Background: an optimization exercise with open tools, aiming at low power. Do not read the settings as production practice. Only simulation tests tie the RTL to the original design; equivalence was not proved.

==> flow/design.v (excerpt) <==
module pipeline_md5(
    input clk,
    input [63:0] num,
    output reg [127:0] answer,
    output reg [63:0] currnum
    );
==> flow/config.mk <==
export PLATFORM = sky130hd
export DESIGN_NAME = pipeline_md5
export DESIGN_NICKNAME = pipeline_md5
export VERILOG_FILES = /design/flow/design.v
export SDC_FILE = /design/flow/constraint.sdc
export NUM_CORES = 8
export LEC_CHECK = 0
export CAP_MARGIN = 20
export CORE_MARGIN = 2
export CORE_UTILIZATION = 40
export GPL_ROUTABILITY_DRIVEN = 0
export GPL_TIMING_DRIVEN = 0
export PLACE_DENSITY = 0.9
export SLEW_MARGIN = 20
==> flow/constraint.sdc <==
create_clock -name core_clock -period 9.0 [get_ports {clk}]
set_input_delay 1.8000 -clock core_clock [delete_from_list [all_inputs] [get_ports {clk}]]
set_output_delay 1.8000 -clock core_clock [all_outputs]
set_load 0.01 [all_outputs]
standard.sh (not shown) runs the stock make flow with config.mk's settings and CLKGATE_MAP_FILE= SYNTH_SCRIPT=/design/flow/synth_recipe.tcl, a recipe that flattens the netlist after the stock synthesis.
==> flow/flow/run.sh <==
#!/bin/bash
# The standard layout, with clock tree synthesis told not to add dummy loads
# (the loads only balance the tree, and each one draws clock power) and to
# cluster more flip-flops on each leaf buffer.
set -euo pipefail
export CTS_ARGS="-sink_clustering_enable -repair_clock_nets -dont_use_dummy_load -sink_clustering_size 14 -sink_clustering_max_diameter 50 -buf_list {sky130_fd_sc_hd__clkbuf_8}"
bash standard.sh > standard.log 2>&1
Rerun with:
==> flow/flow/run.sh (replaced) <==
#!/bin/bash
# The standard layout, with clock tree synthesis told not to add dummy loads
# (the loads only balance the tree, and each one draws clock power) and to
# cluster more flip-flops on each leaf buffer.
set -euo pipefail
export CTS_ARGS="-sink_clustering_enable -repair_clock_nets -dont_use_dummy_load -sink_clustering_size 16 -sink_clustering_max_diameter 50 -buf_list {sky130_fd_sc_hd__clkbuf_8}"
bash standard.sh > standard.log 2>&1
- GPL_ROUTABILITY_DRIVEN: 0 -> unset
- GPL_TIMING_DRIVEN: 0 -> unset
- PLACE_DENSITY: 0.9 -> unset
Outcome:
- global-route usage is higher by 3.2 points
- non-clock buffer count is higher by 23
- first-iteration DRC count is lower by 32%
- flip-flop and latch count does not change
- wire length is higher by 16%
- setup slack is better by 0.36 ns
- critical path depth is higher by 1
- synthesized cell count is unchanged

========
Another version of the RTL of pipeline_md5 (not shown whole).
Size in the first run: roughly 40000 cells after synthesis, roughly 12000 flip-flops, ~260 I/O pins.
==> flow/config.mk <==
export PLATFORM = sky130hd
export DESIGN_NAME = pipeline_md5
export DESIGN_NICKNAME = pipeline_md5
export VERILOG_FILES = /design/flow/design.v
export SDC_FILE = /design/flow/constraint.sdc
export NUM_CORES = 8
export LEC_CHECK = 0
export CAP_MARGIN = 20
export CORE_MARGIN = 2
export CORE_UTILIZATION = 65
export PLACE_DENSITY = 0.75
export SLEW_MARGIN = 20
==> flow/constraint.sdc <==
create_clock -name core_clock -period 9.0 [get_ports {clk}]
set_input_delay 1.8000 -clock core_clock [delete_from_list [all_inputs] [get_ports {clk}]]
set_output_delay 1.8000 -clock core_clock [all_outputs]
set_load 0.01 [all_outputs]
run.sh (not shown) runs the stock make flow with config.mk's settings and CLKGATE_MAP_FILE= SYNTH_SCRIPT=/design/flow/synth_recipe.tcl, a recipe that flattens the netlist after the stock synthesis.
Stock flow here: none of the scripts above is used.
The starting point produced a clean layout.
Then changed:
CORE_UTILIZATION = 40   (was 65)
CTS_BUF_LIST = sky130_fd_sc_hd__clkbuf_4 sky130_fd_sc_hd__clkbuf_8   (was default)
PLACE_DENSITY = default   (was 0.75)
What happened:
- synthesized area stays the same
- maximum frequency went down by 1.8%
- via count came out lower by 2.4%
- routed wire length went down by 0.33%
- final area came out higher by 2.0%
- hold slack gets worse by 56 ps

========
Setup of run A:
RTL: one of the versions met above, not the one the previous note started from.
Size: about 41,000 cells after synthesis, roughly 12,000 flip-flops, roughly 260 I/O pins, ~480,000 µm² of cells after synthesis.
==> flow/config.mk <==
export PLATFORM = sky130hd
export DESIGN_NAME = pipeline_md5
export DESIGN_NICKNAME = pipeline_md5
export VERILOG_FILES = /design/flow/design.v
export SDC_FILE = /design/flow/constraint.sdc
export NUM_CORES = 8
export LEC_CHECK = 0
export CAP_MARGIN = 20
export CORE_MARGIN = 2
export CORE_UTILIZATION = 40
export GPL_ROUTABILITY_DRIVEN = 0
export GPL_TIMING_DRIVEN = 0
export SLEW_MARGIN = 20
==> flow/constraint.sdc <==
create_clock -name core_clock -period 9.0 [get_ports {clk}]
set_input_delay 1.8000 -clock core_clock [delete_from_list [all_inputs] [get_ports {clk}]]
set_output_delay 1.8000 -clock core_clock [all_outputs]
set_load 0.01 [all_outputs]
standard.sh (not shown) runs the stock make flow with config.mk's settings and CLKGATE_MAP_FILE= SYNTH_SCRIPT=/design/flow/synth_recipe.tcl, a recipe that flattens the netlist after the stock synthesis.
==> flow/flow/run.sh <==
#!/bin/bash
# The standard layout, with clock tree synthesis told not to add dummy loads
# (the loads only balance the tree, and each one draws clock power) and to
# cluster more flip-flops on each leaf buffer.
set -euo pipefail
export CTS_ARGS="-sink_clustering_enable -repair_clock_nets -dont_use_dummy_load -sink_clustering_size 16 -sink_clustering_max_diameter 50 -buf_list {sky130_fd_sc_hd__clkbuf_8}"
bash standard.sh > standard.log 2>&1
Run A went all the way through synthesis, placement and routing and the layout is clean on timing, DRC and antenna.
> inputs changed (run A -> run B)
--- a/flow/config.mk
+++ b/flow/config.mk
@@ -12,2 +12,3 @@
 export GPL_TIMING_DRIVEN = 0
+export PLACE_DENSITY = 0.9
 export SLEW_MARGIN = 20
Results
Relative max-transition margin (run B over run A): increase, 7.8 points
| count of nets after finishing | run B vs run A | 0.88% lower |
Against run A, run B comes in 1.7 points lower on combined global-route utilization of all metal layers.
Route | run B vs run A | wire shorter in run B
There was hardly any difference in area used by multi-input combinational logic between run B and run A.
The clock latency of the later-clocked register in the worst-skew pair reported for run B is smaller than that of run A by 110 ps.
> inputs changed (run B -> run C)
--- a/flow/flow/run.sh
+++ b/flow/flow/run.sh
@@ -3,5 +3,7 @@
 # (the loads only balance the tree, and each one draws clock power) and to
-# cluster more flip-flops on each leaf buffer.
+# cluster more flip-flops on each leaf buffer; then gates off the critical
+# paths are downsized after global routing (RECOVER_POWER).
 set -euo pipefail
 export CTS_ARGS="-sink_clustering_enable -repair_clock_nets -dont_use_dummy_load -sink_clustering_size 16 -sink_clustering_max_diameter 50 -buf_list {sky130_fd_sc_hd__clkbuf_8}"
+export RECOVER_POWER=100
 bash standard.sh > standard.log 2>&1
--- a/flow/config.mk
+++ b/flow/config.mk
@@ -10,5 +10,2 @@
 export CORE_UTILIZATION = 40
-export GPL_ROUTABILITY_DRIVEN = 0
-export GPL_TIMING_DRIVEN = 0
-export PLACE_DENSITY = 0.9
 export SLEW_MARGIN = 20
==> run notes <==
- Run C finished every stage; the final checks, however, were not passed, the failures being max-capacitance violations, max-slew violations.
- Run B → run C: fraction of area in registers down 0.61 points, number of maximum-capacitance violations increased by 1 relative to the old numbers.
- Higher total via count in the routed design was reported by run B, not run C.
- Compared to run B, run C leaves less free space in the core.

[what the ideal ports hide]
The flow's constraints put no driver on any port. The routed layouts listed below were extracted and timed again, unchanged, in two steps. Step 1 (the two cells are an assumption about what drives the block):
set clk [get_ports {clk}]
set_driving_cell -lib_cell sky130_fd_sc_hd__clkbuf_16 $clk
set_driving_cell -lib_cell sky130_fd_sc_hd__buf_2 [delete_from_list [all_inputs] $clk]
Step 2 moves the port delays by t, midway between the first and last clock arrival at a register: inputs arrive t later, outputs are due t later. That takes back most of the time a late clock gives input paths. Slacks: ideal / step 1 / step 2; pairs: ideal / step 1.
run | t, ns | setup slack, ns | latest minus earliest clock arrival (ns)
the first run of note 1 | 1.444 | 1.073 / 1.073 / 1.073 | 0.282 / 0.281
the second run of note 1 | 1.585 | 1.431 / 1.431 / 1.431 | 0.161 / 0.161
the first run of note 2 | 1.389 | 0.988 / 0.988 / 0.988 | 0.112 / 0.111
the second run of note 2 | 1.589 | 0.840 / 0.840 / 0.840 | 0.252 / 0.252
run A | 1.544 | 0.934 / 0.934 / 0.934 | 0.210 / 0.210
run B | 1.452 | 1.026 / 1.026 / 1.026 | 0.204 / 0.204
run C | 1.587 | 0.863 / 0.863 / 0.863 | 0.157 / 0.157
